Context: an optimization exercise on an open-source flow, tuned for a short achievable clock period and few clock cycles. The choices shown serve that exercise and are no tape-out recipe. In this exercise RTL edits were held to simulation tests only and were not proved equivalent to the original. No activity file was given, so power comes from the tool's default toggle rates.

--- flow/config.mk ---
export PLATFORM = sky130hd
export DESIGN_NAME = rv32i_cpu_t
export DESIGN_NICKNAME = rv32i_cpu_t
export VERILOG_FILES = /design/flow/design.v
export SDC_FILE = /design/flow/constraint.sdc
export NUM_CORES = 4
export LEC_CHECK = 0
export ABC_CLOCK_PERIOD_IN_PS = 4000
export CAP_MARGIN = 20
export CORE_MARGIN = 2
export CORE_UTILIZATION = 40
export SLEW_MARGIN = 20
--- flow/flow/run.sh ---
#!/bin/bash
set -euo pipefail
bash standard.sh SETUP_SLACK_MARGIN=8.5 "BUFFER_PORTS_ARGS=-buffer_cell sky130_fd_sc_hd__buf_4" finish > layout.log 2>&1
--- flow/design.v ---
`default_nettype none
`timescale 1ns / 1ps
module rv32i_cpu_t(
    input wire clk,                    
    input wire reset,                  
    input wire hold,                   
    input wire [31:0] in_data,         
    output wire [3:0] out_write_mask,  
    output wire [31:0] out_mem_addr,   
    output wire [31:0] out_data        
    );
  localparam RESET_VECTOR  = 32'h00010074;
  localparam STACK_POINTER = 32'hffffffff;
  reg [31:0] fpc;       
  reg [31:0] aq;        
  reg        d_valid;
  reg [31:0] d_inst;
  reg [31:0] d_pc;
  reg [31:0] d_pc4;
  reg        d_bp;      
  reg [7:0]  d_bpsel;   
  reg [31:0] d_bptgt;   
  reg        d_fill;    
  reg        e_valid;
  reg [31:0] e_a;       
  reg [31:0] e_b;       
  reg [31:0] e_r2;      
  reg [31:0] e_pre;     
  reg [31:0] e_alt;     
  reg [31:0] e_alt4;    
  reg [4:0]  e_rd;
  reg        e_wen;
  reg        e_load;    
  reg        e_store;
  reg        e_br;      
  reg        e_jalr;
  reg        e_inv;     
  reg [31:0] e_pc;
  reg [31:0] e_btgt;    
  reg        e_jal;
  reg        e_bp;
  reg [7:0]  e_bpsel;
  reg [31:0] e_v0, e_v1;  
  reg [2:0]  e_f3;
  reg        e_ceq, e_clt, e_cltu;
  reg        e_sub, e_selpre, e_seladd, e_slt, e_sltu,
             e_xor, e_or, e_and, e_sll, e_sr, e_sra;
  reg        m_valid;
  reg        m_port;    
  reg        m_load;
  reg        m_wen;
  reg [4:0]  m_rd;
  reg [2:0]  m_f3;
  reg [31:0] m_res;
  reg [31:0] m_sd;
  reg [3:0]  m_mask;
  reg [29:0] m_pc;
  reg        m_ctl;     
  reg        m_taken;
  reg [29:0] m_tgt;
  reg        m_bp;
  reg [7:0]  m_bpsel;
  reg        u_alloc, u_fix, u_clear;
  reg [7:0]  u_sel;
  reg [29:0] u_tag, u_tgt;
  reg        w_wen;
  reg [4:0]  w_rd;
  reg [31:0] w_data;
  assign out_mem_addr   = aq;
  assign out_write_mask = m_mask;
  assign out_data       = m_sd;
  wire [1023:0] xv;
  assign xv[31:0] = 32'd0;
  genvar gi;
  generate
    for (gi = 1; gi < 32; gi = gi + 1) begin : g_rf
      reg [31:0] r;
      always @(posedge clk) begin
        if (reset && gi == 2)
          r <= STACK_POINTER;
        else if (w_wen && w_rd == gi)
          r <= w_data;
      end
      assign xv[gi*32 +: 32] = r;
    end
  endgenerate
  reg [7:0]  bt_v;
  reg [29:0] bt_tag [0:7];
  reg [29:0] bt_tgt [0:7];
  reg [2:0]  bt_rr;
  wire [7:0] bt_hit;
  reg  [29:0] bt_htgt;
  integer bi;
  genvar gb;
  generate
    for (gb = 0; gb < 8; gb = gb + 1) begin : g_bt
      assign bt_hit[gb] = bt_v[gb] & (bt_tag[gb] == fpc[31:2]);
    end
  endgenerate
  always @* begin
    bt_htgt = 30'd0;
    for (bi = 0; bi < 8; bi = bi + 1)
      bt_htgt = bt_htgt | ({30{bt_hit[bi]}} & bt_tgt[bi]);
  end
  wire bt_any = |bt_hit;
  wire [7:0] bt_rrsel = 8'd1 << bt_rr;
  always @(posedge clk) begin
    if (reset) begin
      bt_v  <= 8'd0;
      bt_rr <= 3'd0;
    end else begin
      for (bi = 0; bi < 8; bi = bi + 1) begin
        if ((u_alloc && bt_rrsel[bi]) || (u_fix && u_sel[bi])) begin
          bt_v[bi]   <= 1'b1;
          bt_tag[bi] <= u_tag;
          bt_tgt[bi] <= u_tgt;
        end else if (u_clear && u_sel[bi]) begin
          bt_v[bi]   <= 1'b0;
        end
      end
      if (u_alloc) bt_rr <= bt_rr + 3'd1;
    end
  end
  reg [24:0] ic_tag [0:7];
  reg [3:0]  ic_v   [0:7];
  reg [31:0] ic_d   [0:31];
  wire [2:0] ic_li  = fpc[6:4];
  wire [1:0] ic_wi  = fpc[3:2];
  wire [7:0] ic_teq;
  wire [7:0] ic_vw;
  genvar gc;
  generate
    for (gc = 0; gc < 8; gc = gc + 1) begin : g_ict
      assign ic_teq[gc] = ic_tag[gc] == fpc[31:7];
      assign ic_vw[gc]  = ic_v[gc][ic_wi];
    end
  endgenerate
  wire       ic_hit = ic_teq[ic_li] & ic_vw[ic_li];
  wire [31:0] ic_q  = ic_d[fpc[6:2]];
  wire [2:0] fl_li  = d_pc[6:4];
  wire [1:0] fl_wi  = d_pc[3:2];
  wire       fl_same = ic_tag[fl_li] == d_pc[31:7];
  integer ci;
  always @(posedge clk) begin
    if (reset) begin
      for (ci = 0; ci < 8; ci = ci + 1) ic_v[ci] <= 4'd0;
    end else if (d_fill) begin
      ic_v[fl_li]   <= (fl_same ? ic_v[fl_li] : 4'd0) | (4'd1 << fl_wi);
      ic_tag[fl_li] <= d_pc[31:7];
      ic_d[d_pc[6:2]] <= d_inst;
    end
  end
  wire [2:0] al_li  = e_alt[6:4];
  wire [1:0] al_wi  = e_alt[3:2];
  wire [7:0] al_teq;
  wire [7:0] al_vw;
  generate
    for (gc = 0; gc < 8; gc = gc + 1) begin : g_alt
      assign al_teq[gc] = ic_tag[gc] == e_alt[31:7];
      assign al_vw[gc]  = ic_v[gc][al_wi];
    end
  endgenerate
  wire       al_hit = al_teq[al_li] & al_vw[al_li];
  wire [31:0] al_q  = ic_d[e_alt[6:2]];
  wire       e_altok = e_br & al_hit;
  wire [31:0] sum   = e_a + e_b;
  wire [32:0] dif33 = {1'b0, e_a} - {1'b0, e_b};
  wire [31:0] dif   = dif33[31:0];
  wire        eq    = e_a == e_b;
  wire        ltu   = dif33[32];
  wire        lts   = (e_a[31] ^ e_b[31]) ? e_a[31] : ltu;
  wire [31:0] sll = e_a << e_b[4:0];
  wire [31:0] sr  = $signed({e_sra & e_a[31], e_a}) >>> e_b[4:0];
  wire [31:0] res = ({32{e_selpre}} & e_pre) |
                    ({32{e_seladd}} & sum) |
                    ({32{e_sub}}    & dif) |
                    ({32{e_slt}}    & {31'd0, lts}) |
                    ({32{e_sltu}}   & {31'd0, ltu}) |
                    ({32{e_xor}}    & (e_a ^ e_b)) |
                    ({32{e_or}}     & (e_a | e_b)) |
                    ({32{e_and}}    & (e_a & e_b)) |
                    ({32{e_sll}}    & sll) |
                    ({32{e_sr}}     & sr);
  wire cond = (e_ceq & eq) | (e_clt & lts) | (e_cltu & ltu);
  reg [3:0] smask;
  always @* begin
    case (e_f3[1:0])
      2'd0:    smask = 4'b0001 << sum[1:0];
      2'd1:    smask = sum[0] ? 4'b0000 : sum[1] ? 4'b1100 : 4'b0011;
      default: smask = (sum[1:0] == 2'd0) ? 4'b1111 : 4'b0000;
    endcase
  end
  wire [31:0] sdata = (e_f3[1:0] == 2'd0) ? {4{e_r2[7:0]}} :
                      (e_f3[1:0] == 2'd1) ? {2{e_r2[15:0]}} : e_r2;
  wire e_jok      = e_bp & ((e_a == e_v0) | (e_a == e_v1));
  wire e_redirect = e_valid & ((e_jalr & ~e_jok) | (e_br & (cond ^ e_inv)));
  wire e_taken    = e_jal | e_jalr | (e_br & (cond ^ e_f3[0]));
  wire [31:0] e_target = e_jalr ? {sum[31:1], 1'b0} : e_alt;
  wire e_port     = e_valid & (e_load | e_store);
  wire [1:0] ma = m_res[1:0];
  wire m_byte = m_f3[1:0] == 2'd0;
  wire m_half = m_f3[1:0] == 2'd1;
  wire m_sgn  = ~m_f3[2];
  wire s_w  = (m_f3 == 3'd2) & (ma == 2'd0);
  wire s_h0 = m_half & (ma == 2'd0);
  wire s_h2 = m_half & (ma == 2'd2);
  wire s_b0 = m_byte & (ma == 2'd0);
  wire s_b1 = m_byte & (ma == 2'd1);
  wire s_b2 = m_byte & (ma == 2'd2);
  wire s_b3 = m_byte & (ma == 2'd3);
  wire [7:0] ld_lo = ({8{s_w | s_h0 | s_b0}} & in_data[7:0]) |
                     ({8{s_h2 | s_b2}}       & in_data[23:16]) |
                     ({8{s_b1}}              & in_data[15:8]) |
                     ({8{s_b3}}              & in_data[31:24]);
  wire sign8  = m_sgn & ((s_b0 & in_data[7]) | (s_b1 & in_data[15]) |
                         (s_b2 & in_data[23]) | (s_b3 & in_data[31]));
  wire sign16 = m_sgn & ((s_h0 & in_data[15]) | (s_h2 & in_data[31]));
  wire [7:0] ld_mid = ({8{s_w | s_h0}} & in_data[15:8]) |
                      ({8{s_h2}}       & in_data[31:24]) |
                      {8{sign8}};
  wire [15:0] ld_hi = ({16{s_w}} & in_data[31:16]) | {16{sign8 | sign16}};
  wire [31:0] ld_val = {ld_hi, ld_mid, ld_lo};
  wire [4:0] d_op  = d_inst[6:2];
  wire [4:0] d_rd  = d_inst[11:7];
  wire [2:0] d_f3  = d_inst[14:12];
  wire [4:0] d_rs1 = d_inst[19:15];
  wire [4:0] d_rs2 = d_inst[24:20];
  wire d_is_load  = d_op == 5'b00000;
  wire d_is_opimm = d_op == 5'b00100;
  wire d_is_auipc = d_op == 5'b00101;
  wire d_is_store = d_op == 5'b01000;
  wire d_is_op    = d_op == 5'b01100;
  wire d_is_lui   = d_op == 5'b01101;
  wire d_is_br    = d_op == 5'b11000;
  wire d_is_jalr  = d_op == 5'b11001;
  wire d_is_jal   = d_op == 5'b11011;
  wire d_alu      = d_is_op | d_is_opimm;
  wire d_rdnz = d_rd != 5'd0;
  wire d_wen  = d_rdnz & (d_is_load | d_is_opimm | d_is_auipc | d_is_op |
                          d_is_lui | d_is_jalr | d_is_jal);
  wire d_use1 = d_is_load | d_is_opimm | d_is_store | d_is_op | d_is_br | d_is_jalr;
  wire d_use2 = d_is_store | d_is_op | d_is_br;
  wire d_selimm = d_is_opimm | d_is_load | d_is_store | d_is_jalr;
  wire d_brv  = d_is_br & (d_f3[2:1] != 2'b01);    
  wire [31:0] d_immi = {{21{d_inst[31]}}, d_inst[30:20]};
  wire [31:0] d_imms = {{21{d_inst[31]}}, d_inst[30:25], d_inst[11:7]};
  wire [31:0] d_immb = {{20{d_inst[31]}}, d_inst[7], d_inst[30:25], d_inst[11:8], 1'b0};
  wire [31:0] d_immu = {d_inst[31:12], 12'b0};
  wire [31:0] d_immj = {{12{d_inst[31]}}, d_inst[19:12], d_inst[20], d_inst[30:21], 1'b0};
  wire [31:0] d_imm  = d_is_store ? d_imms : d_immi;
  wire [31:0] d_tj   = d_pc + d_immj;
  wire [31:0] d_tb   = d_pc + d_immb;
  wire [31:0] d_tu   = d_pc + d_immu;
  wire [31:0] d_tgt  = ({32{d_is_jal}} & d_tj) | ({32{~d_is_jal}} & d_tb);
  wire d_spred = d_brv & d_inst[31] & ~d_bp;
  wire d_pred  = d_spred | d_bp;
  wire [31:0] d_v0 = d_bptgt - d_immi;
  wire [31:0] d_v1 = {d_bptgt[31:1], 1'b1} - d_immi;
  wire d_e1 = e_valid & e_wen & (e_rd == d_rs1);
  wire d_m1 = m_valid & m_wen & (m_rd == d_rs1);
  wire d_w1 = w_wen & (w_rd == d_rs1);
  wire d_e2 = e_valid & e_wen & (e_rd == d_rs2);
  wire d_m2 = m_valid & m_wen & (m_rd == d_rs2);
  wire d_w2 = w_wen & (w_rd == d_rs2);
  wire d_haz = (d_use1 & (d_e1 ? e_load : (d_m1 & m_load))) |
               (d_use2 & (d_e2 ? e_load : (d_m2 & m_load)));
  wire [31:0] o1 = d_m1 ? m_res : d_w1 ? w_data : xv[d_rs1*32 +: 32];
  wire [31:0] o2 = d_m2 ? m_res : d_w2 ? w_data : xv[d_rs2*32 +: 32];
  wire [31:0] v_pre = e_pre;
  wire [31:0] v_slt = {31'd0, lts};
  wire [31:0] v_sltu = {31'd0, ltu};
  wire [31:0] v_xor = e_a ^ e_b;
  wire [31:0] v_or  = e_a | e_b;
  wire [31:0] v_and = e_a & e_b;
  wire fb = d_e2 & ~d_selimm;
  wire [31:0] a_next  = ({32{d_e1 & e_selpre}} & v_pre) | ({32{d_e1 & e_seladd}} & sum) |
                        ({32{d_e1 & e_sub}} & dif) | ({32{d_e1 & e_slt}} & v_slt) |
                        ({32{d_e1 & e_sltu}} & v_sltu) | ({32{d_e1 & e_xor}} & v_xor) |
                        ({32{d_e1 & e_or}} & v_or) | ({32{d_e1 & e_and}} & v_and) |
                        ({32{d_e1 & e_sll}} & sll) | ({32{d_e1 & e_sr}} & sr) |
                        ({32{~d_e1}} & o1);
  wire [31:0] r2_next = ({32{d_e2 & e_selpre}} & v_pre) | ({32{d_e2 & e_seladd}} & sum) |
                        ({32{d_e2 & e_sub}} & dif) | ({32{d_e2 & e_slt}} & v_slt) |
                        ({32{d_e2 & e_sltu}} & v_sltu) | ({32{d_e2 & e_xor}} & v_xor) |
                        ({32{d_e2 & e_or}} & v_or) | ({32{d_e2 & e_and}} & v_and) |
                        ({32{d_e2 & e_sll}} & sll) | ({32{d_e2 & e_sr}} & sr) |
                        ({32{~d_e2}} & o2);
  wire [31:0] b_next  = ({32{fb & e_selpre}} & v_pre) | ({32{fb & e_seladd}} & sum) |
                        ({32{fb & e_sub}} & dif) | ({32{fb & e_slt}} & v_slt) |
                        ({32{fb & e_sltu}} & v_sltu) | ({32{fb & e_xor}} & v_xor) |
                        ({32{fb & e_or}} & v_or) | ({32{fb & e_and}} & v_and) |
                        ({32{fb & e_sll}} & sll) | ({32{fb & e_sr}} & sr) |
                        ({32{~fb}} & (d_selimm ? d_imm : o2));
  wire d_fire     = d_valid & ~d_haz;
  wire d_redirect = d_fire & ~e_redirect & ~d_bp & (d_is_jal | d_spred);
  wire f_fire     = (ic_hit | ~m_port) & (~d_valid | d_fire);
  wire [31:0] fpc4 = fpc + 32'd4;
  wire e_fast = e_redirect & e_altok;
  wire [31:0] fpc_next = e_redirect ? (e_altok ? e_alt4 : e_target) :
                         d_redirect ? d_tgt :
                         f_fire     ? (bt_any ? {bt_htgt, 2'b00} : fpc4) : fpc;
  always @(posedge clk) begin
    if (reset) begin
      fpc     <= RESET_VECTOR;
      aq      <= RESET_VECTOR;
      d_valid <= 1'b0;
      e_valid <= 1'b0;
      m_valid <= 1'b0;
      m_port  <= 1'b0;
      m_mask  <= 4'd0;
      m_sd    <= 32'd0;    
      e_a     <= 32'd0;
      e_b     <= 32'd0;
      e_r2    <= 32'd0;
      d_inst  <= 32'd0;
      d_pc    <= 32'd0;
      w_wen   <= 1'b0;
      d_fill  <= 1'b0;
      u_alloc <= 1'b0;
      u_fix   <= 1'b0;
      u_clear <= 1'b0;
    end else if (hold) begin
      u_alloc <= 1'b0;
      u_fix   <= 1'b0;
      u_clear <= 1'b0;
    end else begin
      fpc     <= fpc_next;
      aq      <= e_port ? sum : fpc_next;
      d_valid <= e_fast | (f_fire ? ~(e_redirect | d_redirect) :
                           d_fire ? 1'b0 : d_valid & ~e_redirect);
      e_valid <= d_fire & ~e_redirect;
      m_valid <= e_valid;
      m_port  <= e_port;
      m_mask  <= (e_valid & e_store) ? smask : 4'd0;
      m_sd    <= sdata;
      e_a     <= a_next;
      e_b     <= b_next;
      e_r2    <= r2_next;
      if (e_fast) begin
        d_inst  <= al_q;
        d_pc    <= e_alt;
      end else if (f_fire) begin
        d_inst <= ic_hit ? ic_q : in_data;
        d_pc   <= fpc;
      end
      w_wen   <= m_valid & m_wen;
      d_fill  <= f_fire & ~ic_hit;
      u_alloc <= m_valid & m_ctl & m_taken & ~m_bp;
      u_fix   <= m_valid & m_ctl & m_taken & m_bp;
      u_clear <= m_valid & m_ctl & ~m_taken & m_bp;
    end
  end
  always @(posedge clk) begin
    if (!hold) begin
      if (e_fast) begin
        d_pc4   <= e_alt4;
        d_bp    <= 1'b0;
      end else if (f_fire) begin
        d_pc4  <= fpc4;
        d_bp    <= bt_any;
        d_bpsel <= bt_hit;
        d_bptgt <= {bt_htgt, 2'b00};
      end
      e_pre    <= ({32{d_is_lui}} & d_immu) | ({32{d_is_auipc}} & d_tu) |
                  ({32{~d_is_lui & ~d_is_auipc}} & d_pc4);
      e_alt    <= d_pred ? d_pc4 : d_tgt;
      e_alt4   <= d_pred ? d_pc4 + 32'd4 : d_pc4 + d_immb;
      e_rd     <= d_rd;
      e_wen    <= d_wen;
      e_load   <= d_is_load & d_rdnz;
      e_store  <= d_is_store;
      e_br     <= d_brv;
      e_jalr   <= d_is_jalr;
      e_inv    <= d_f3[0] ^ d_pred;
      e_pc     <= d_pc;
      e_btgt   <= d_tgt;
      e_jal    <= d_is_jal;
      e_bp     <= d_bp;
      e_bpsel  <= d_bpsel;
      e_v0     <= d_v0;
      e_v1     <= d_v1;
      e_f3     <= d_f3;
      e_ceq    <= d_f3[2:1] == 2'b00;
      e_clt    <= d_f3[2:1] == 2'b10;
      e_cltu   <= d_f3[2:1] == 2'b11;
      e_sub    <= d_is_op & (d_f3 == 3'd0) & d_inst[30];
      e_selpre <= d_is_lui | d_is_auipc | d_is_jal | d_is_jalr;
      e_seladd <= (d_alu & (d_f3 == 3'd0) & ~(d_is_op & d_inst[30])) | d_is_load | d_is_store;
      e_slt    <= d_alu & (d_f3 == 3'd2);
      e_sltu   <= d_alu & (d_f3 == 3'd3);
      e_xor    <= d_alu & (d_f3 == 3'd4);
      e_or     <= d_alu & (d_f3 == 3'd6);
      e_and    <= d_alu & (d_f3 == 3'd7);
      e_sll    <= d_alu & (d_f3 == 3'd1);
      e_sr     <= d_alu & (d_f3 == 3'd5);
      e_sra    <= d_inst[30];
      m_load  <= e_load;
      m_wen   <= e_wen;
      m_rd    <= e_rd;
      m_f3    <= e_f3;
      m_res   <= res;
      m_pc    <= e_pc[31:2];
      m_ctl   <= e_valid & (e_br | e_jal | e_jalr);
      m_taken <= e_taken;
      m_tgt   <= e_jalr ? sum[31:2] : e_btgt[31:2];
      m_bp    <= e_bp;
      m_bpsel <= e_bpsel;
      u_sel   <= m_bpsel;
      u_tag   <= m_pc;
      u_tgt   <= m_tgt;
      w_rd   <= m_rd;
      w_data <= m_load ? ld_val : m_res;
    end
  end
endmodule
--- flow/standard.sh ---
#!/bin/bash
# synth_recipe.tcl (not shown) runs the flow's synth.tcl, then flattens the netlist and writes it again
# the make line also repeats each setting of config.mk as NAME=value (left out here)
make -C /OpenROAD-flow-scripts/flow DESIGN_CONFIG=/design/flow/config.mk WORK_HOME=/design/flow/orfs CLKGATE_MAP_FILE= SYNTH_SCRIPT=/design/flow/synth_recipe.tcl "${@:-finish}"
--- flow/constraint.sdc ---
create_clock -name core_clock -period 12.0 [get_ports {clk}]
set_input_delay 2.4000 -clock core_clock [delete_from_list [all_inputs] [get_ports {clk}]]
set_output_delay 2.4000 -clock core_clock [all_outputs]
set_load 0.01 [all_outputs]
==> out/metrics.yaml, run 1 <==
setup_viol: 0
synth.yosys.seq_area_share_pct: 58.0
coreArea_sq_um: 438000
dieArea_sq_um: 445000
crit_arrival_ps: 4920
synth_area_leaders: "edfxtp_1, mux4_2, dfxtp_1"
synth_area_sq_um: 176000
cts_sinks: 3502
p_int_w: 0.0230
holdWs_ps: 414
start_kind: "flop"
grt-ovfl-total: 0
finalMaxSlewViolations: 0
skew_ps: 96.5
via_per_inst: 6.64
dr.pass1.iters: 11
p_per_area_nw_per_um2: 146
drt.antenna.violating_nets: 0
holdCritStartpoint: "e_bpsel[2]$_DFFE_PN_"
finalWeightedCongestion: 0.987
end_kind: "flop"
die_w_um: 667
yosysTopAreaCellShare_pct: 54.3
place_ws_ps: 5860
synth_top_area_cell: "edfxtp_1"
relSlewSlack_pct: 18.0
p_leak_nw: 73.0
synth_warnings: 3
setup-tns-final_ps: 0
cp_slowest_cell: "nor4_4"
num-fill-cells: 36000
cp_common_cell: "buf_12"
p_switching_w: 0.00913
max_stage_delay_ps: 470
crit_start: "e_alt[16]$_DFFE_PN_"
cts_inserted_buffers: 375
period_minus_slack_ps: 4100
cts_root_buf: "clkbuf_16"
crit_buf_inv: 6
setup_ws_ps: 7900
synth.avg_cell_area_sq_um: 14.7
wl_mm: 731
grt.total_usage_pct: 31.5
ys_types: 97
grt_pass1_vias: 122000
hpwl_mm: 418
rows: 243
grt_max_degree: 126
antenna_found_initial: 50
p_clk_share_pct: 36.8
final_nets: 13200
ys_seq_elements: 3502
clk_latency_ps: 1040
syn2layout_area_growth_pct: 24.7
min_period_over_period_pct: 34.2
rsz0062_at_grt: "true"
r2r_start: "e_alt[16]$_DFFE_PN_"
status: "no timing/DRC/antenna violations"
htree_num_levels: 5
use_met3_pct: 8.24
top_usage_layer: "met2"
cp_cell_sequence: "buf_4 -> xor2_1 -> nor4_4 -> nand4_1 -> a221oi_2 -> a311o_2 -> nand3_4 -> buf_12 -> nor2_4 -> buf_12 -> buf_16 -> buf_16 -> buf_12 -> a211oi_2 -> o21ai_1 -> a21oi_1"
use_met2_pct: 47.1
synthArstFlopShare_pct: 0
boundaryPins: 103
drv_cap: 0
synth_edf_count: 3179
grtUsageMet1_pct: 40.7
clk_path_buf_depth: 4
synth_nets: 12200
initial_core_util_pct: 40.1
pwr-share-comb_pct: 19.0
ir_drop_mv: 0.143
clock.fmax_ghz: 0.244
grt_pass1_wl_mm: 984
worst_pin_slew_ps: 1220
cp_data_required_time_ps: 12810
drc: 0
crit_fanout: 10
drt_iter0_drc: 20200
synth_top_flop_cell: "edfxtp_1"
ff_latch_area_sq_um: 102000
synth_cells: 12000
vias: 127000
multi_input_area_sq_um: 77200
cts_tree: "done"
hp-class: "reg -> reg"
final_util_pct: 50.1
drive_above_1_share_pct: 35.7
path_clk_slew_ps: 70
fp.dieH_um: 667
hold_viol: 0
p_seq_share_pct: 44.2
path_class: "reg -> reg"
port_buffers: 102
switching_share_pct: 28.5
wl_per_cell_um: 38.3
path_delay_family: "simple AND/OR/NAND/NOR gates"
final cells by class:
cell class | count | area share, %
antenna | 37 | 0.0422
clock buffer | 494 | 4.66
clock inverter | 205 | 0.956
inverter | 240 | 0.482
multi-input combinational | 7334 | 35.2
sequential | 3502 | 46.7
tap | 5757 | 3.29
timing repair buffer | 1504 | 8.57
timing repair inverter | 9 | 0.0634
power by group through the flow:
stage	Sequential, W	Combinational [W]	Clock [W]
detailed placement	0.0145	0.00440	0
finish	0.0142	0.00609	0.0118
global route	0.0142	0.00624	0.0124
global placement	0.0145	0.00440	0
CTS	0.0142	0.00539	0.0119
floorplan	0.0142	0.00286	0
metal layers:
| layer | share of wire (%) | vias up |
|---|---|---|
| met5 | 0.064 | - |
| met4 | 8.1 | 22 |
| met3 | 12 | 2338 |
| met2 | 44 | 9783 |
| met1 | 36 | 65000 |
| li1 | - | 49600 |
worst paths after layout:
kind | endpoint | slack [ps] | cells past startpoint
max | d_inst[24]$_SDFFE_PP0P_ | 7900 | 16
min | m_bpsel[2]$_DFFE_PN_ | 410 | 0
max reg2reg | d_inst[24]$_SDFFE_PP0P_ | 7900 | 16
min reg2reg | m_bpsel[2]$_DFFE_PN_ | 410 | 0
flip-flops by register name, indices dropped and copies added (netlist names), 200 cells and up, named ones only:
name and cells:
g_rf.r 992, ic_d 960, bt_tag 240, bt_tgt 240, ic_tag 200
cell usage after synthesis, drive strengths merged, types with 244 or more instances:
cell type	n
xnor2	620
a21oi	625
nand4	244
clkbuf	603
nor2	757
dfxtp	323
xor2	370
nand2	726
o21ai	505
mux4	1313
buf	304
mux2i	360
edfxtp	3179
repair_timing:
action / in CTS / in global routing
pin swaps: 335 / 412
hold buffers: 0 / 0
cloned: 117 / 37
endpoints found under the setup margin: 2065 / 1486
buffers inserted: 511 / 350
endpoints found under the hold margin: 0 / 0
resized for setup: 1718 / 837
kinds of logic (layout without fill, tap and decap cells):
logic type	after synthesis	in the layout	share of synthesized area, %
other cells	0	37	0
buf+inv	1147	2452	2.61
simple gates	2327	2340	6.14
flops	3502	3502	58.0
fa+ha+maj	227	227	1.65
xor+xnor	990	990	4.93
mux	1718	1718	19.2
compound gates	2059	2059	7.51
layout by cell type (no fill, tap or decap), types with 309 or more instances in the layout:
cell	n
a21oi_1	480
buf_4	830
clkbuf_16	412
edfxtp_1	3179
mux2i_1	309
mux4_2	1313
nand2_1	672
nor2_1	586
xnor2_1	566
xor2_1	361
stage by stage:
stage / power (W) / cell area [sq um] / cells
2_1_floorplan: 0.0171 / 176000 / 12000
3_3_place_gp: 0.0189 / 184000 / 17300
3_5_place_dp: 0.0189 / 184000 / 17300
4_1_cts: 0.0315 / 212000 / 18600
5_1_grt: 0.0328 / 219000 / 19100
6_report: 0.0321 / 219000 / 19100
Testbench counts, summed over its fixed seeds: cycles 206,256.
==> run 2: changes to the inputs <==
--- a/flow/design.v
+++ b/flow/design.v
@@ -264,6 +264,6 @@
   wire d_w2 = w_wen & (w_rd == d_rs2);
-  wire d_haz = (d_use1 & (d_e1 ? e_load : (d_m1 & m_load))) |
-               (d_use2 & (d_e2 ? e_load : (d_m2 & m_load)));
-  wire [31:0] o1 = d_m1 ? m_res : d_w1 ? w_data : xv[d_rs1*32 +: 32];
-  wire [31:0] o2 = d_m2 ? m_res : d_w2 ? w_data : xv[d_rs2*32 +: 32];
+  wire d_haz = (d_use1 & d_e1 & e_load) | (d_use2 & d_e2 & e_load);
+  wire [31:0] m_val = m_load ? ld_val : m_res;
+  wire [31:0] o1 = d_m1 ? m_val : d_w1 ? w_data : xv[d_rs1*32 +: 32];
+  wire [31:0] o2 = d_m2 ? m_val : d_w2 ? w_data : xv[d_rs2*32 +: 32];
   wire [31:0] v_pre = e_pre;
==> out/metrics.yaml, run 2 <==
grt.total_usage_pct: 31.5  # about the same
synthArstFlopShare_pct: 0  # unchanged
htree_num_levels: 5  # unchanged
cp_data_required_time_ps: 12870  # +60 ps
grt_max_degree: 136  # +7.9%
design_area_sq_um: 218000  # -0.37%
boundaryPins: 103  # unchanged
hp-class: "reg -> reg"
vias: 126000  # -0.74%
synth_adder_area_share_pct: 1.65  # +0.0053 points
crit_buf_inv: 7  # +1
cts_root_buf: "clkbuf_16"
hold_viol: 0  # unchanged
synth.avg_cell_area_sq_um: 14.6  # -0.70%
ys_seq_elements: 3502  # unchanged
port_buffers: 102  # unchanged
wl_per_cell_um: 38.2  # -0.38%
cts_sinks: 3502  # unchanged
rsz0062_at_grt: "true"
antenna_found_initial: 47  # -6.0%
hpwl_mm: 420  # +0.31%
initial_core_util_pct: 40.1  # -0.073 points
drive_above_1_share_pct: 35.5  # -0.16 points
clock.fmax_ghz: 0.243  # -0.22%
status: "no timing/DRC/antenna violations"
dieArea_sq_um: 443000  # -0.32%
synth_xor_area_share_pct: 4.93  # about the same
dpl_cell_area_sq_um: 183000  # -0.39%
cp_cell_sequence: "buf_12 -> buf_6 -> xnor2_1 -> nand4_1 -> nor4_2 -> buf_4 -> and3_4 -> buf_12 -> or4_4 -> or4b_4 -> buf_12 -> buf_12 -> buf_4 -> nor3_1 -> o21ai_4 -> a31oi_4 -> a2bb2oi_4"
setup_viol: 0  # unchanged
p_per_area_nw_per_um2: 146  # -0.41%
crit_fanout: 7  # -3
ys_top_cells_by_count: "edfxtp_1, mux4_2, nor2_1, nand2_1, a21oi_1"
via_per_inst: 6.61  # -0.46%
yosys.cell_count.top_type: "edfxtp_1"
synth_top_area_cell: "edfxtp_1"
cts_hold_buf: 0  # unchanged
skew_ps: 90.3  # -6.24 ps
max_stage_delay_ps: 570  # +100 ps
min_period_over_period_pct: 34.3  # +0.075 points
layout_commonest_cell: "edfxtp_1"
cts_inserted_buffers: 382  # +1.9%
final_nets: 13200  # -0.48%
grt-ovfl-total: 0  # unchanged
clk_path_buf_depth: 4  # unchanged
synth_compound_gate_area_share_pct: 7.66  # +0.15 points
rows: 243  # unchanged
path_clk_slew_ps: 70  # about the same
synthSimpleGateAreaFrac_pct: 5.98  # -0.16 points
worst_pin_slew_ps: 1380  # +160 ps
die_w_um: 666  # -0.16%
setup-tns-final_ps: 0  # unchanged
synth_area_leaders: "edfxtp_1, mux4_2, dfxtp_1"
coreArea_sq_um: 437000  # -0.14%
synth_edf_count: 3179  # unchanged
drc: 0  # unchanged
ys_types: 89  # -8.2%
wl_mm: 726  # -0.66%
largest_register_ffs: 992  # unchanged
synth_top_flop_cell: "edfxtp_1"
finalMaxSlewViolations: 0  # unchanged
synth.area.mux_share_pct: 19.0  # -0.17 points
synth_area_sq_um: 175000  # -0.32%
drv_cap: 0  # unchanged
cts_tree: "done"
finalWeightedCongestion: 0.994  # +0.75%
drt_iter0_drc: 19500  # -3.5%
relSlewSlack_pct: 7.52  # -10 points
synth_top_family_by_area: "multiplexers"
layout_common_cells: "edfxtp_1, mux4_2, nand2_1, buf_4, nor2_1"
synth.yosys.seq_area_share_pct: 58.2  # +0.19 points
cp_slowest_cell: "or4b_4"
drt.antenna.violating_nets: 0  # unchanged
dr.pass1.iters: 9  # -2
p_leak_nw: 73.5  # +0.66%
period_minus_slack_ps: 4110  # +9.03 ps
end_kind: "flop"
report.power.total_w: 0.0318  # -0.78%
start_kind: "flop"
synth_nets: 12300  # +0.38%
synth_warnings: 3  # unchanged
crit_arrival_ps: 4980  # +60 ps
syn2layout_area_growth_pct: 24.6  # about the same
clk_latency_ps: 1030  # about the same
grt_pass1_vias: 121000  # -0.52%
path_delay_family: "simple AND/OR/NAND/NOR gates"
path_class: "reg -> reg"
fp.dieH_um: 666  # -0.16%
yosysTopAreaCellShare_pct: 54.5  # +0.17 points
cp_common_cell: "buf_12"
ir_drop_mv: 0.134  # -6.2%
grt_pass1_wl_mm: 981  # -0.26%
synth_cells: 12000  # +0.38%
top_register: "g_rf.r"
==> run 2: logic make-up (layout without fill, tap and decap cells) <==
family	after synthesis	after routing
other cells	0	39
flops	3502	3502
mux	1694	1694
simple gates	2345	2356
xor+xnor	987	987
fa+ha+maj	227	227
compound gates	2119	2120
buf+inv	1142	2346
==> run 2: worst paths after layout <==
path / cells after the start / slack [ps] / from / end
hold / removal: 0 / 390 / e_pc[4]$_DFFE_PN_ / m_pc[2]$_DFFE_PN_
setup reg to reg: 17 / 7890 / fpc[8]$_SDFFE_PP0N_ / fpc[5]$_SDFFE_PP1N_
hold reg to reg: 0 / 390 / e_pc[4]$_DFFE_PN_ / m_pc[2]$_DFFE_PN_
setup / recovery: 17 / 7890 / fpc[8]$_SDFFE_PP0N_ / fpc[5]$_SDFFE_PP1N_
==> run 2: cell type report <==
| class | instances | area (sq um) |
|---|---|---|
| well taps | 5757 | 7200 |
| multi-input cells | 7384 | 76600 |
| clock buffers | 516 | 10500 |
| flip-flops and latches | 3502 | 102000 |
| repair inverters | 10 | 88.8 |
| diodes | 39 | 97.6 |
| inverters | 235 | 1060 |
| repair buffers | 1388 | 18000 |
| fillers | 35900 | 219000 |
| clock inverters | 197 | 2360 |
==> run 2: per-layer routing <==
| layer | up-vias | GRT usage (%) | part of all wire [%] |
|---|---|---|---|
| met5 | - | 0.206 | 0.044 |
| met4 | 28 | 19.9 | 7.9 |
| met3 | 2316 | 8.01 | 12 |
| met2 | 9421 | 47.6 | 44 |
| met1 | 64700 | 40.6 | 36 |
| li1 | 49300 | - | - |
==> run 2: timing repair <==
item | CTS | global route
pin swaps | 370 | 397
resized for setup | 1845 | 855
setup buffers | 566 | 209
endpoints found under the hold margin | 0 | 0
endpoints found under the setup margin | 2408 | 1277
gates cloned | 111 | 40
==> run 2: where the power goes <==
group	switching (W)	internal, W
registers	0.000440	0.0137
logic	0.00325	0.00230
clock network	0.00524	0.00692
==> run 2: stage by stage <==
stage               utilization, %  hold WS (ps)  setup slack, ps  std cells
floorplan                        -           400             7770      12000
global placement              41.9           402             6060      17300
detailed placement            42.0           405             5930      17300
CTS                           48.4           396             7980      18700
global route                  49.9           416             7920      19000
finish                        49.9           394             7890      19000
Testbench counts of run 2, summed over its fixed seeds: cycles 205,507.
==> run 3: changes to the inputs <==
--- a/flow/design.v
+++ b/flow/design.v
@@ -29,3 +29,2 @@
   reg [31:0] e_alt;     
-  reg [31:0] e_alt4;    
   reg [4:0]  e_rd;
@@ -152,15 +151,2 @@
   end
-  wire [2:0] al_li  = e_alt[6:4];
-  wire [1:0] al_wi  = e_alt[3:2];
-  wire [7:0] al_teq;
-  wire [7:0] al_vw;
-  generate
-    for (gc = 0; gc < 8; gc = gc + 1) begin : g_alt
-      assign al_teq[gc] = ic_tag[gc] == e_alt[31:7];
-      assign al_vw[gc]  = ic_v[gc][al_wi];
-    end
-  endgenerate
-  wire       al_hit = al_teq[al_li] & al_vw[al_li];
-  wire [31:0] al_q  = ic_d[e_alt[6:2]];
-  wire       e_altok = e_br & al_hit;
   wire [31:0] sum   = e_a + e_b;
@@ -297,4 +283,3 @@
   wire [31:0] fpc4 = fpc + 32'd4;
-  wire e_fast = e_redirect & e_altok;
-  wire [31:0] fpc_next = e_redirect ? (e_altok ? e_alt4 : e_target) :
+  wire [31:0] fpc_next = e_redirect ? e_target :
                          d_redirect ? d_tgt :
@@ -328,4 +313,4 @@
       aq      <= e_port ? sum : fpc_next;
-      d_valid <= e_fast | (f_fire ? ~(e_redirect | d_redirect) :
-                           d_fire ? 1'b0 : d_valid & ~e_redirect);
+      d_valid <= f_fire ? ~(e_redirect | d_redirect) :
+                 d_fire ? 1'b0 : d_valid & ~e_redirect;
       e_valid <= d_fire & ~e_redirect;
@@ -338,6 +323,3 @@
       e_r2    <= r2_next;
-      if (e_fast) begin
-        d_inst  <= al_q;
-        d_pc    <= e_alt;
-      end else if (f_fire) begin
+      if (f_fire) begin
         d_inst <= ic_hit ? ic_q : in_data;
@@ -354,6 +336,3 @@
     if (!hold) begin
-      if (e_fast) begin
-        d_pc4   <= e_alt4;
-        d_bp    <= 1'b0;
-      end else if (f_fire) begin
+      if (f_fire) begin
         d_pc4  <= fpc4;
@@ -366,3 +345,2 @@
       e_alt    <= d_pred ? d_pc4 : d_tgt;
-      e_alt4   <= d_pred ? d_pc4 + 32'd4 : d_pc4 + d_immb;
       e_rd     <= d_rd;
==> out/metrics.yaml, run 3 <==
htree_num_levels: 5  # unchanged
coreArea_sq_um: 399000  # -8.6%
wl_per_cell_um: 35.5  # -7.0%
setup_viol: 0  # unchanged
grt_max_degree: 137  # +0.74%
initial_core_util_pct: 40.2  # +0.10 points
multi_input_area_sq_um: 62000  # -19%
max_stage_delay_ps: 460  # -110 ps
clk_latency_ps: 1000  # -30 ps
path_class: "reg -> out"
synth.yosys.seq_area_share_pct: 62.9  # +4.7 points
hpwl_mm: 346  # -18%
synth_area_leaders: "edfxtp_1, mux4_2, dfxtp_1"
syn2layout_area_growth_pct: 22.3
ff_latch_area_sq_um: 101000  # -1.1%
synth_top_flop_cell: "edfxtp_1"
cts_root_buf: "clkbuf_16"
ff2ff_setup_slack_ps: 8130  # +240 ps
relSlewSlack_pct: 17.3  # +9.8 points
drive_above_1_share_pct: 33.2  # -2.3 points
top_register: "g_rf.r"
path_delay_family: "flip-flops"
clock.fmax_ghz: 0.250  # +3.0%
ys_types: 96  # +7.9%
yosysTopAreaCellShare_pct: 58.9  # +4.4 points
worst_pin_slew_ps: 1240  # -137 ps
hold_viol: 0  # unchanged
end_kind: "output port"
cp_data_required_time_ps: 9600  # -3270 ps
ir_drop_mv: 0.120  # -11%
dieArea_sq_um: 406000  # -8.4%
crit_fanout: 2  # -5
p_per_area_nw_per_um2: 151  # +3.7%
synth_edf_count: 3147  # -1.0%
finalMaxSlewViolations: 0  # unchanged
synth_area_sq_um: 160000  # -8.4%
drt.antenna.violating_nets: 0  # unchanged
p_leak_nw: 64.9  # -12%
antenna_found_initial: 27  # -43%
synth.avg_cell_area_sq_um: 15.3  # +5.2%
dr.pass1.iters: 8  # -1
final_nets: 11400  # -13%
vias: 107000  # -15%
grt_pass1_wl_mm: 813  # -17%
cp_slowest_cell: "dfxtp_4"
grt-ovfl-total: 0  # unchanged
synthArstFlopShare_pct: 0  # unchanged
yosys.cell_count.top_type: "edfxtp_1"
hp-class: "reg -> reg"
start_kind: "flop"
status: "no timing/DRC/antenna violations"
grt.total_usage_pct: 28.1  # -3.4 points
cts_tree: "done"
rsz0062_at_grt: "true"
ys_top_cells_by_count: "edfxtp_1, mux4_2, nand2_1, nor2_1, a21oi_1"
place_inst: 15400  # -11%
via_per_inst: 6.36  # -3.7%
ys_seq_elements: 3465  # -1.1%
grt_pass1_vias: 103000  # -15%
drt_iter0_drc: 15500  # -21%
largest_register_ffs: 992  # unchanged
synth_top_area_cell: "edfxtp_1"
skew_ps: 83.2  # -7.06 ps
clk_path_buf_depth: 4  # unchanged
report.power.total_w: 0.0297  # -6.8%
layout_common_cells: "edfxtp_1, mux4_2, nand2_1, buf_4, nor2_1"
fp.dieH_um: 637  # -4.3%
period_minus_slack_ps: 3990  # -120 ps
cts_sinks: 3465  # -1.1%
boundaryPins: 103  # unchanged
synth_cells: 10500  # -13%
num-fill-cells: 33000  # -8.1%
synth_warnings: 3  # unchanged
crit_buf_inv: 1  # -6
wl_mm: 595  # -18%
synth_nets: 10700  # -13%
stdcell_count: 16800  # -12%
path_clk_slew_ps: 60  # about the same
die_w_um: 637  # -4.3%
drc: 0  # unchanged
min_period_over_period_pct: 33.3  # -1.0 points
cts_inserted_buffers: 368  # -3.7%
layout_commonest_cell: "edfxtp_1"
crit_arrival_ps: 1590  # -3390 ps
setup-tns-final_ps: 0  # unchanged
drv_cap: 0  # unchanged
cp_cell_sequence: "buf_6"
rows: 232  # -4.5%
port_buffers: 102  # unchanged
finalWeightedCongestion: 0.977  # -1.7%
-- run 3: cell count changes after synthesis, moves of 32 or more --
| cell | before | now |
|---|---|---|
| mux4_2 | 1295 | 987 |
| xnor2_1 | 600 | 399 |
| clkbuf_1 | 639 | 444 |
| nor2_1 | 815 | 632 |
| a21oi_1 | 667 | 519 |
| nand2_1 | 783 | 657 |
| o21ai_0 | 494 | 378 |
| a222oi_1 | 0 | 67 |
| nand4_1 | 165 | 98 |
| buf_2 | 94 | 156 |
| a221oi_1 | 97 | 44 |
| mux2i_1 | 308 | 257 |
| xor2_1 | 387 | 340 |
| edfxtp_1 | 3179 | 3147 |
-- run 3: stage by stage --
| stage | instance area [sq um] | utilization, % | hold slack [ps] | setup WS, ps |
|---|---|---|---|---|
| floorplan | 161000 | - | 400 | 7760 |
| global placement | 168000 | 42.0 | 400 | 6020 |
| detailed placement | 168000 | 42.0 | 405 | 5890 |
| CTS | 191000 | 47.8 | 398 | 7950 |
| global route | 196000 | 49.1 | 421 | 8000 |
| finish | 196000 | 49.1 | 405 | 8010 |
-- run 3: final timing paths --
kind,start,end,cells after the start
max,m_sd[3]$_SDFFE_PP0N_,out_data[3],1
min,m_tgt[11]$_DFFE_PN_,u_tgt[11]$_DFFE_PN_,0
max reg2reg,e_a[22]$_SDFFE_PP0N_,aq[29]$_SDFFE_PP0N_,17
min reg2reg,m_tgt[11]$_DFFE_PN_,u_tgt[11]$_DFFE_PN_,0
-- run 3: cell families after synthesis --
family / Yosys count / share of synthesized area (%)
AND/OR/NAND/NOR: 1890 / 5.28
flip-flops: 3465 / 62.9
AO/OA/AOI/OAI: 1820 / 7.49
adder cells (fa/ha/maj): 195 / 1.55
multiplexers: 1364 / 16.3
buffers and inverters: 988 / 2.49
XOR/XNOR: 739 / 4.03
-- run 3: cell type report --
cell class              count  area share, %
flip-flops and latches   3465           51.6
multi-input cells        6016           31.6
repair buffers           1072           6.80
clock buffers             469           4.98
well taps                5265           3.36
clock inverters           208           1.02
inverters                 235          0.541
repair inverters           13         0.0599
diodes                      8         0.0102
-- run 3: report_power, final --
group | switching, W | internal (W) | leakage (nW)
Sequential | 0.000347 | 0.0135 | 31.4
Combinational | 0.00265 | 0.00185 | 27.8
Clock | 0.00494 | 0.00635 | 5.74
-- run 3: metal layers --
layer  share of wire (%)  GRT usage, %
met5               0.013             0
met4                 6.4          14.6
met3                  11          5.53
met2                  45          43.3
met1                  38          38.0
-- run 3: repair_timing --
item                                     CTS  global route
pin swaps                                272           299
hold endpoints to repair                   0             0
hold buffers                               0             0
resized for setup                       1429           658
endpoints found under the setup margin  2100          1268
setup buffers                            367           211
gates cloned                              82            24
Testbench counts of run 3, summed over its fixed seeds: cycles 207,906.
==> run 4: changes to the inputs <==
--- a/flow/config.mk
+++ b/flow/config.mk
@@ -10,3 +10,3 @@
 export CORE_MARGIN = 2
-export CORE_UTILIZATION = 40
+export CORE_UTILIZATION = 55
 export SLEW_MARGIN = 20
==> out/metrics.yaml, run 4 <==
synth.avg_cell_area_sq_um: 15.3  # unchanged
syn2layout_area_growth_pct: 22.2
grt.total_usage_pct: 41.7  # +14 points
drt.antenna.violating_nets: 0  # unchanged
yosys.cell_count.top_type: "edfxtp_1"
place_ws_ps: 5900  # +6.39 ps
synth_area_sq_um: 160000  # unchanged
hold_viol: 0  # unchanged
setup_viol: 0  # unchanged
synth_top_area_cell: "edfxtp_1"
final_nets: 11500  # +0.71%
grtUsageMet1_pct: 53.9  # +16 points
wl_mm: 630  # +5.9%
r2r_start: "e_a[26]$_SDFFE_PP0N_"
via_per_inst: 7.09  # +11%
antenna_found_initial: 35  # +30%
use_met2_pct: 62.6  # +19 points
grt_pass1_wl_mm: 848  # +4.3%
synth_top_flop_cell: "edfxtp_1"
start_kind: "flop"
synth_cells: 10500  # unchanged
fp.dieH_um: 544  # -15%
setup_ws_ps: 7720  # -284 ps
synth_edf_count: 3147  # unchanged
layout_common_cells: "edfxtp_1, mux4_2, nand2_1, buf_4, nor2_1"
stdcell_count: 15500  # -7.7%
ys_top_cells_by_count: "edfxtp_1, mux4_2, nand2_1, nor2_1, a21oi_1"
drt_iter0_drc: 16700  # +8.2%
cp_data_required_time_ps: 12800  # +3200 ps
clk_latency_ps: 980  # -20 ps
hold_path_end: "u_tgt[19]$_DFFE_PN_"
layout_commonest_cell: "edfxtp_1"
period_minus_slack_ps: 4280  # +284 ps
cp_common_cell: "buf_6"
port_buffers: 102  # unchanged
path_class: "reg -> reg"
crit_fanout: 13  # +11
boundaryPins: 103  # unchanged
top_usage_layer: "met2"
min_path_cells: 0  # unchanged
setup-tns-final_ps: 0  # unchanged
p_leak_nw: 65.5  # +0.87%
drive_above_1_share_pct: 33.5  # +0.30 points
synth_warnings: 3  # unchanged
yosysTopAreaCellShare_pct: 58.9  # unchanged
top_register: "g_rf.r"
drc: 0  # unchanged
ir_drop_mv: 0.151  # +26%
holdCritStartpoint: "m_tgt[19]$_DFFE_PN_"
drv_cap: 0  # unchanged
hpwl_mm: 365  # +5.6%
dieArea_sq_um: 296000  # -27%
largest_register_ffs: 992  # unchanged
synth_nets: 10700  # unchanged
cp_cell_sequence: "buf_6 -> inv_1 -> ha_2 -> inv_2 -> nand3_1 -> or4_4 -> o31a_1 -> o31ai_4 -> mux2i_2 -> buf_4 -> nor2_4 -> buf_6 -> buf_12 -> buf_6 -> o211ai_1 -> o211ai_1 -> a221oi_2"
cts_root_buf: "clkbuf_16"
dr.pass1.iters: 14  # +6
status: "no timing/DRC/antenna violations"
crit_arrival_ps: 5070  # +3480 ps
end_kind: "flop"
r2r_cells: 17  # unchanged
cts_sinks: 3465  # unchanged
worst_pin_slew_ps: 1300  # +58.3 ps
vias: 110000  # +2.9%
rsz0062_at_grt: "true"
skew_ps: 84.2  # +0.977 ps
rows: 198  # -15%
ff2ff_setup_slack_ps: 7720  # -410 ps
p_per_area_nw_per_um2: 154  # +1.7%
cts_inserted_buffers: 358  # -2.7%
grt_max_degree: 150  # +9.5%
path_clk_slew_ps: 60  # about the same
initial_core_util_pct: 55.2  # +15 points
cts_tree: "done"
hp-class: "reg -> reg"
ys_seq_elements: 3465  # unchanged
grt-ovfl-total: 0  # unchanged
use_met3_pct: 9.95  # +4.4 points
clk_path_buf_depth: 4  # unchanged
relSlewSlack_pct: 12.8  # -4.5 points
wl_per_cell_um: 40.7  # +15%
synth_area_leaders: "edfxtp_1, mux4_2, dfxtp_1"
grt_pass1_vias: 105000  # +1.4%
htree_num_levels: 5  # unchanged
place_inst: 14100  # -8.4%
max_stage_delay_ps: 560  # +100 ps
r2r-end: "aq[26]$_SDFFE_PP0N_"
finalMaxSlewViolations: 0  # unchanged
coreArea_sq_um: 291000  # -27%
clock.fmax_ghz: 0.234  # -6.6%
min_period_over_period_pct: 35.7  # +2.4 points
finalWeightedCongestion: 1.02  # +4.1%
synthArstFlopShare_pct: 0  # unchanged
ys_types: 96  # unchanged
die_w_um: 544  # -15%
synth.yosys.seq_area_share_pct: 62.9  # unchanged
cp_slowest_cell: "or4_4"
run 4: cell counts after synthesis:
Identical to the previous run, type by type.
run 4: how the worst max path moves through the flow:
stage,from,to,slack [ps],depth (start not counted)
6_report,e_a[26]$_SDFFE_PP0N_,aq[26]$_SDFFE_PP0N_,7720,17
5_1_grt,e_b[0]$_SDFFE_PP0N_,aq[26]$_SDFFE_PP0N_,7750,21
4_1_cts,e_b[0]$_SDFFE_PP0N_,fpc[21]$_SDFFE_PP0N_,7990,20
3_5_place_dp,d_inst[15]$_SDFFE_PP0P_,e_a[2]$_SDFFE_PP0N_,5900,10
3_3_place_gp,d_inst[15]$_SDFFE_PP0P_,e_a[2]$_SDFFE_PP0N_,5930,10
2_1_floorplan,in_data[31],e_b[28]$_SDFFE_PP0N_,7760,10
run 4: routing by layer:
layer  vias up  part of all wire, %
met5         -                0.031
met3      2016                   12
met4        20                  8.8
met2      8235                   45
li1      43000                    -
met1     56300                   35
run 4: power breakdown:
part	internal (W)	switching, W	total [W]	leakage [nW]
clock network	0.00646	0.00489	0.0114	5.78
registers	0.0135	0.000315	0.0138	31.4
logic	0.00194	0.00301	0.00495	28.3
run 4: critical path, delay by kind of cell, from the launching register on:
kind                     cells  cell delay (ps)
multiplexers                 1              350
adder cells (fa/ha/maj)      1              430
flip-flops                   1              330
AND/OR/NAND/NOR              3              810
AO/OA/AOI/OAI                5             1050
buffers and inverters        7             1160
run 4: layout make-up:
class                           count  area (sq um)
Timing Repair inverter             14           140
Multi-Input combinational cell   6014         61900
Fill cell                       19800         94600
Sequential cell                  3465        101000
Tap cell                         3900          4880
Clock buffer                      473          9730
Clock inverter                    185          2120
Antenna cell                       16          40.0
Timing Repair Buffer             1164         14900
Inverter                          235          1050
run 4: metrics by stage:
stage	utilization (%)	hold WS [ps]	total power (W)	cell area (sq um)
6_report	67.5	382	0.0301	196000
5_1_grt	67.5	383	0.0307	196000
3_5_place_dp	57.4	405	0.0177	167000
2_1_floorplan	-	400	0.0161	161000
4_1_cts	65.9	380	0.0296	191000
3_3_place_gp	57.4	400	0.0176	167000
run 4: cells by family after synthesis:
family          synth area share [%]
simple gates                    5.28
compound gates                  7.49
mux                             16.3
fa+ha+maj                       1.55
xor+xnor                        4.03
flops                           62.9
buf+inv                         2.49
run 4: timing repair:
| item | 4_1_cts | 5_1_grt |
|---|---|---|
| gates resized for setup | 1594 | 532 |
| hold buffers | 0 | 0 |
| buffers inserted | 399 | 186 |
| endpoints found under the setup margin | 2081 | 1689 |
| pin swaps | 275 | 253 |
| gates cloned | 93 | 28 |
==> run 5: changes to the inputs <==
--- a/flow/config.mk
+++ b/flow/config.mk
@@ -10,3 +10,5 @@
 export CORE_MARGIN = 2
-export CORE_UTILIZATION = 55
+export CORE_UTILIZATION = 40
+export CTS_CLUSTER_DIAMETER = 60
+export CTS_CLUSTER_SIZE = 30
 export SLEW_MARGIN = 20
==> out/metrics.yaml, run 5 <==
grt_pass1_wl_mm: 809  # -4.6%
synth_top_family_by_area: "multiplexers"
die_w_um: 637  # +17%
syn2layout_area_growth_pct: 21.6
finalMaxSlewViolations: 0  # unchanged
crit_arrival_ps: 1540  # -3530 ps
cts_hold_buf: 0  # unchanged
htree_num_levels: 5  # unchanged
hpwl_mm: 346  # -5.3%
cp_data_required_time_ps: 9600  # -3200 ps
boundaryPins: 103  # unchanged
drive_above_1_share_pct: 33.9  # +0.32 points
drv_cap: 0  # unchanged
layout_common_cells: "edfxtp_1, mux4_2, nand2_1, buf_4, nor2_1"
crit_buf_inv: 1  # -6
dieArea_sq_um: 406000  # +37%
synth.area.mux_share_pct: 16.3  # unchanged
synth_warnings: 3  # unchanged
synth_nets: 10700  # unchanged
worst_pin_slew_ps: 1230  # -65.3 ps
wl_per_cell_um: 36.0  # -12%
start_kind: "flop"
ff2ff_setup_slack_ps: 8150  # +430 ps
min_period_over_period_pct: 32.9  # -2.8 points
port_buffers: 102  # unchanged
fp.dieH_um: 637  # +17%
end_kind: "output port"
multi_input_area_sq_um: 62200  # +0.46%
cp_cell_sequence: "buf_6"
r2r_cells: 19  # +2
synth_xor_area_share_pct: 4.03  # unchanged
path_clk_slew_ps: 80  # +20 ps
ff_latch_area_sq_um: 101000  # +0.11%
synth_area_sq_um: 160000  # unchanged
coreArea_sq_um: 399000  # +37%
synth.avg_cell_area_sq_um: 15.3  # unchanged
rows: 232  # +17%
top_register: "g_rf.r"
dpl_cell_area_sq_um: 168000  # +0.62%
antenna_found_initial: 21  # -40%
synth_cells: 10500  # unchanged
setup-tns-final_ps: 0  # unchanged
rsz0062_at_grt: "true"
yosys.cell_count.top_type: "edfxtp_1"
hold_path_end: "u_tag[24]$_DFFE_PN_"
synth_adder_area_share_pct: 1.55  # unchanged
synth.yosys.seq_area_share_pct: 62.9  # unchanged
grt_max_degree: 137  # -8.7%
path_class: "reg -> out"
clk_path_buf_depth: 4  # unchanged
clock.fmax_ghz: 0.254  # +8.5%
synth_edf_count: 3147  # unchanged
p_leak_nw: 64.3  # -1.8%
cts_sinks: 3465  # unchanged
synth_compound_gate_area_share_pct: 7.49  # unchanged
yosysTopAreaCellShare_pct: 58.9  # unchanged
drt_iter0_drc: 15400  # -8.0%
ys_seq_elements: 3465  # unchanged
synthSimpleGateAreaFrac_pct: 5.28  # unchanged
largest_register_ffs: 992  # unchanged
hold_viol: 0  # unchanged
path_delay_family: "flip-flops"
drt.antenna.violating_nets: 0  # unchanged
ys_types: 96  # unchanged
cp_slowest_cell: "dfxtp_4"
stdcell_count: 16600  # +7.6%
p_per_area_nw_per_um2: 146  # -5.3%
synth_top_flop_cell: "edfxtp_1"
drc: 0  # unchanged
dr.pass1.iters: 7  # -7
synth_top_area_cell: "edfxtp_1"
vias: 107000  # -2.8%
final_nets: 11400  # -1.0%
finalWeightedCongestion: 0.977  # -4.0%
synthArstFlopShare_pct: 0  # unchanged
num-fill-cells: 33000  # +67%
setup_viol: 0  # unchanged
design_area_sq_um: 195000  # -0.43%
clk_latency_ps: 970  # about the same
grt.total_usage_pct: 28.1  # -14 points
crit_fanout: 2  # -11
via_per_inst: 6.40  # -9.6%
grt_pass1_vias: 102000  # -2.4%
cts_tree: "done"
layout_commonest_cell: "edfxtp_1"
relSlewSlack_pct: 16.9  # +4.1 points
wl_mm: 599  # -4.9%
min_path_cells: 0  # unchanged
ys_top_cells_by_count: "edfxtp_1, mux4_2, nand2_1, nor2_1, a21oi_1"
place_inst: 15400  # +9.1%
grt-ovfl-total: 0  # unchanged
max_stage_delay_ps: 470  # -90 ps
r2r-end: "e_a[30]$_SDFFE_PP0N_"
holdWs_ps: 415  # +32.4 ps
holdCritStartpoint: "m_pc[24]$_DFFE_PN_"
cts_inserted_buffers: 276  # -23%
initial_core_util_pct: 40.2  # -15 points
hp-class: "reg -> reg"
synth_area_leaders: "edfxtp_1, mux4_2, dfxtp_1"
status: "no timing/DRC/antenna violations"
ir_drop_mv: 0.108  # -29%
period_minus_slack_ps: 3940  # -333 ps
cts_root_buf: "clkbuf_16"
r2r_start: "e_b[2]$_SDFFE_PP0N_"
skew_ps: 71.9  # -12.3 ps
run 5: changes by cell type in the layout (fill, tap and decap cells not counted), sizes merged:
cell,before,now
buf,1093,1053
bufbuf,45,30
bufinv,33,14
clkbuf,499,350
clkinv,137,81
clkinvlp,35,43
diode,16,8
inv,229,312
nor2,638,640
run 5: worst max path at each step:
stage	start	to	slack [ps]	cells after the start
floorplan	in_data[31]	e_b[28]$_SDFFE_PP0N_	7760	10
global placement	e_b[2]$_SDFFE_PP0N_	fpc[28]$_SDFFE_PP0N_	6020	15
detailed placement	e_b[2]$_SDFFE_PP0N_	fpc[28]$_SDFFE_PP0N_	5890	15
CTS	aq[6]$_SDFFE_PP1N_	out_mem_addr[6]	7990	1
global route	aq[6]$_SDFFE_PP1N_	out_mem_addr[6]	8040	1
finish	aq[3]$_SDFFE_PP0N_	out_mem_addr[3]	8060	1
run 5: repair_timing:
| action | in CTS | in global routing |
|---|---|---|
| cloned | 89 | 39 |
| pin swaps | 276 | 323 |
| setup buffers | 362 | 251 |
| setup endpoints to repair | 2107 | 1397 |
| gates resized for setup | 1448 | 659 |
run 5: cells by family (layout without fill, tap and decap cells):
| family | count (synthesis) | count (layout) |
|---|---|---|
| AO/OA/AOI/OAI | 1820 | 1820 |
| XOR/XNOR | 739 | 739 |
| adder cells (fa/ha/maj) | 195 | 195 |
| buffers and inverters | 988 | 1883 |
| flip-flops | 3465 | 3465 |
| multiplexers | 1364 | 1364 |
| other | 0 | 8 |
| AND/OR/NAND/NOR | 1890 | 1898 |
run 5: through the flow:
| step | total power (W) | setup slack [ps] | util, % |
|---|---|---|---|
| after floorplan | 0.0161 | 7760 | - |
| after global placement | 0.0174 | 6020 | 42.0 |
| after detailed placement | 0.0175 | 5890 | 42.0 |
| after CTS | 0.0280 | 7990 | 47.4 |
| after global routing | 0.0291 | 8040 | 48.9 |
| final | 0.0284 | 8060 | 48.9 |
run 5: area by class of cell:
class | instances | share of cell area, %
Multi-Input combinational cell | 6016 | 31.9
Timing Repair Buffer | 1127 | 7.13
Tap cell | 5265 | 3.37
Antenna cell | 8 | 0.0103
Clock buffer | 306 | 3.73
Sequential cell | 3465 | 51.9
Inverter | 235 | 0.549
Timing Repair inverter | 15 | 0.0705
Clock inverter | 200 | 1.32
run 5: layer usage:
layer | wire length, um | vias up | track usage, %
met1 | 224000 | 55300 | 38.0
met4 | 39100 | 10 | 14.6
met5 | 57 | - | 0
li1 | - | 42700 | -
met3 | 66200 | 1433 | 5.38
met2 | 269000 | 7050 | 43.1
run 5: where the power goes:
part	total, W	internal, W	switching [W]	leakage [nW]
logic	0.00452	0.00185	0.00267	28.1
clock network	0.0100	0.00501	0.00504	4.77
registers	0.0139	0.0135	0.000347	31.4
==> run 6: changes to the inputs <==
--- a/flow/config.mk
+++ b/flow/config.mk
@@ -11,4 +11,4 @@
 export CORE_UTILIZATION = 40
-export CTS_CLUSTER_DIAMETER = 60
-export CTS_CLUSTER_SIZE = 30
+export CTS_CLUSTER_DIAMETER = 40
+export CTS_CLUSTER_SIZE = 20
 export SLEW_MARGIN = 20
==> out/metrics.yaml, run 6 <==
wl_per_cell_um: 35.4  # -1.8%
max_stage_delay_ps: 460  # about the same
dieArea_sq_um: 406000  # unchanged
largest_register_ffs: 992  # unchanged
end_kind: "output port"
die_w_um: 637  # unchanged
grt_max_degree: 137  # unchanged
cts_inserted_buffers: 442  # +60%
ff2ff_setup_slack_ps: 8090  # -60 ps
htree_num_levels: 5  # unchanged
path_class: "reg -> out"
met1Wirelength_mm: 223  # -0.36%
synth_top_flop_cell: "edfxtp_1"
synth_nets: 10700  # unchanged
design_area_sq_um: 200000  # +2.5%
wl_met3_mm: 67.4  # +1.7%
drt_iter0_drc: 15700  # +1.8%
grt-ovfl-total: 0  # unchanged
r2r-end: "aq[0]$_SDFFE_PP0N_"
setup_ws_ps: 8010  # -46.1 ps
antenna_found_initial: 28  # +33%
min_period_over_period_pct: 33.3  # +0.38 points
start_kind: "flop"
skew_ps: 95.4  # +23.5 ps
crit_arrival_ps: 1590  # +50 ps
path_delay_family: "flip-flops"
crit_buf_inv: 1  # unchanged
top_register: "g_rf.r"
setup-tns-final_ps: 0  # unchanged
wl_mm: 599  # about the same
yosys.cell_count.top_type: "edfxtp_1"
grt_pass1_wl_mm: 816  # +0.77%
dr.pass1.iters: 9  # +2
status: "no timing/DRC/antenna violations"
synth_edf_count: 3147  # unchanged
synth_area_leaders: "edfxtp_1, mux4_2, dfxtp_1"
synth.avg_cell_area_sq_um: 15.3  # unchanged
synth_area_sq_um: 160000  # unchanged
cp_data_required_time_ps: 9600  # about the same
boundaryPins: 103  # unchanged
rows: 232  # unchanged
place_inst: 15400  # unchanged
syn2layout_area_growth_pct: 24.7
finalWeightedCongestion: 0.977  # unchanged
clock.fmax_ghz: 0.251  # -1.2%
grt_pass1_vias: 104000  # +1.6%
finalMaxSlewViolations: 0  # unchanged
cts_sinks: 3465  # unchanged
path_clk_slew_ps: 70  # about the same
grt.total_usage_pct: 28.2  # +0.17 points
synthArstFlopShare_pct: 0  # unchanged
rsz0062_at_grt: "true"
cts_root_buf: "clkbuf_16"
r2r_cells: 18  # -1
period_minus_slack_ps: 3990  # +46.1 ps
cp_slowest_cell: "dfxtp_4"
drive_above_1_share_pct: 34.6  # +0.76 points
hp-class: "reg -> reg"
synth.yosys.seq_area_share_pct: 62.9  # unchanged
p_leak_nw: 66.8  # +3.9%
setup_viol: 0  # unchanged
cp_cell_sequence: "buf_6"
vias: 107000  # +0.90%
relSlewSlack_pct: 19.4  # +2.5 points
r2r_start: "e_a[21]$_SDFFE_PP0N_"
ir_drop_mv: 0.129  # +20%
holdCritStartpoint: "m_tgt[11]$_DFFE_PN_"
initial_core_util_pct: 40.2  # unchanged
fp.dieH_um: 637  # unchanged
port_buffers: 102  # unchanged
dpl_cell_area_sq_um: 168000  # unchanged
worst_pin_slew_ps: 1210  # -25.1 ps
ys_top_cells_by_count: "edfxtp_1, mux4_2, nand2_1, nor2_1, a21oi_1"
synth_warnings: 3  # unchanged
coreArea_sq_um: 399000  # unchanged
final_nets: 11500  # +1.2%
top_layer: "met5"
p_per_area_nw_per_um2: 161  # +10%
hold_path_end: "u_tgt[11]$_DFFE_PN_"
ys_seq_elements: 3465  # unchanged
via_per_inst: 6.34  # -0.92%
hpwl_mm: 346  # unchanged
drt.antenna.violating_nets: 0  # unchanged
drc: 0  # unchanged
hold_viol: 0  # unchanged
crit_fanout: 2  # unchanged
layout_common_cells: "edfxtp_1, mux4_2, nand2_1, buf_4, nor2_1"
layout_commonest_cell: "edfxtp_1"
num-fill-cells: 32600  # -1.4%
stdcell_count: 16900  # +1.8%
dr_wl_met2_mm: 268  # -0.42%
place_ws_ps: 5890  # unchanged
clk_path_buf_depth: 4  # unchanged
drv_cap: 0  # unchanged
yosysTopAreaCellShare_pct: 58.9  # unchanged
clk_latency_ps: 1000  # +30 ps
synth_top_area_cell: "edfxtp_1"
min_path_cells: 0  # unchanged
cts_tree: "done"
ys_types: 96  # unchanged
report.power.total_w: 0.0322  # +13%
synth_cells: 10500  # unchanged
-- run 6: cell types whose count changed in the layout (fill, tap and decap cells not counted), moves of 26 or more --
cell	delta
bufinv_16	+38
clkinv_4	+34
clkinv_2	+39
clkinvlp_4	+31
clkinv_8	-26
clkbuf_16	+153
-- run 6: power by group --
group / internal (W) / switching [W]
clock: 0.00815 / 0.00566
sequential: 0.0135 / 0.000347
combinational: 0.00184 / 0.00266
-- run 6: final cells by class --
type | count | area (sq um) | area share [%]
diodes | 21 | 52.6 | 0.0263
repair inverters | 13 | 106 | 0.0532
clock buffers | 489 | 11400 | 5.70
flip-flops and latches | 3465 | 101000 | 50.7
repair buffers | 1094 | 13500 | 6.77
well taps | 5265 | 6590 | 3.29
multi-input cells | 6016 | 61800 | 30.9
inverters | 235 | 1070 | 0.533
clock inverters | 345 | 4090 | 2.05
-- run 6: worst max path at each step --
stage	cells past startpoint	slack, ps	to	from
after floorplan	10	7760	e_b[28]$_SDFFE_PP0N_	in_data[31]
after global placement	15	6020	fpc[28]$_SDFFE_PP0N_	e_b[2]$_SDFFE_PP0N_
after detailed placement	15	5890	fpc[28]$_SDFFE_PP0N_	e_b[2]$_SDFFE_PP0N_
after CTS	1	7940	out_data[3]	m_sd[3]$_SDFFE_PP0N_
after global routing	1	8010	out_data[3]	m_sd[3]$_SDFFE_PP0N_
final	1	8010	out_data[3]	m_sd[3]$_SDFFE_PP0N_
-- run 6: cell families after synthesis --
group / count (synthesis) / synth area share, %
simple gates: 1890 / 5.28
fa+ha+maj: 195 / 1.55
flops: 3465 / 62.9
buf+inv: 988 / 2.49
xor+xnor: 739 / 4.03
mux: 1364 / 16.3
compound gates: 1820 / 7.49
-- run 6: timing repair --
action,in CTS,in global routing
pin swaps,219,333
gates resized for setup,1378,601
gates cloned,83,31
setup endpoints to repair,2044,1472
hold buffers,0,0
buffers inserted,383,209
-- run 6: metrics by stage --
stage	utilization, %	hold slack, ps
6_report	50.1	408
5_1_grt	50.1	416
4_1_cts	48.7	398
3_5_place_dp	42.0	405
3_3_place_gp	42.0	400
2_1_floorplan	-	400
-- run 6: layer usage --
layer,up-vias,track usage [%]
li1,43200,-
met1,55500,37.9
met2,7251,43.1
met5,-,0
met3,1545,5.79
met4,8,15.6

[port drivers added, routing unchanged]
The results above use ideal ports. As a check the final layouts listed here were re-extracted and re-timed, cells and wires unchanged. Step 1 sets driving cells, clkbuf_16 on the clock port and buf_2 on the other inputs (assumed; they add their load-dependent delay and slew). Step 2 adds t to the input delays and takes it off the output delays; t is the mean of the earliest and latest rising clock arrival at the registers after step 1. Input paths then give back, and output paths get back, about the clock's delay inside the block. Slacks: ideal / step 1 / step 2; pairs: ideal / step 1.
| run | t (ns) | setup slack, ns | worst slew at a driven data input, ns | cell pins on the clock port's net |
|---|---|---|---|---|
| run 1 | 1.107 | 7.896 / 7.854 / 7.242 | 0.18 | 1 |
| run 2 | 1.112 | 7.887 / 7.881 / 6.961 | 0.16 | 1 |
| run 3 | 1.069 | 8.006 / 7.887 / 7.317 | 0.13 | 1 |
| run 4 | 1.036 | 7.722 / 7.722 / 6.964 | 0.09 | 1 |
| run 5 | 1.039 | 8.055 / 7.948 / 7.331 | 0.13 | 1 |
| run 6 | 1.069 | 8.009 / 7.901 / 7.240 | 0.13 | 1 |
After both steps every run listed still meets setup and hold. The setup slack of run 2, which loses most, moves by -0.006 ns with the drivers and by -0.926 ns with both steps.
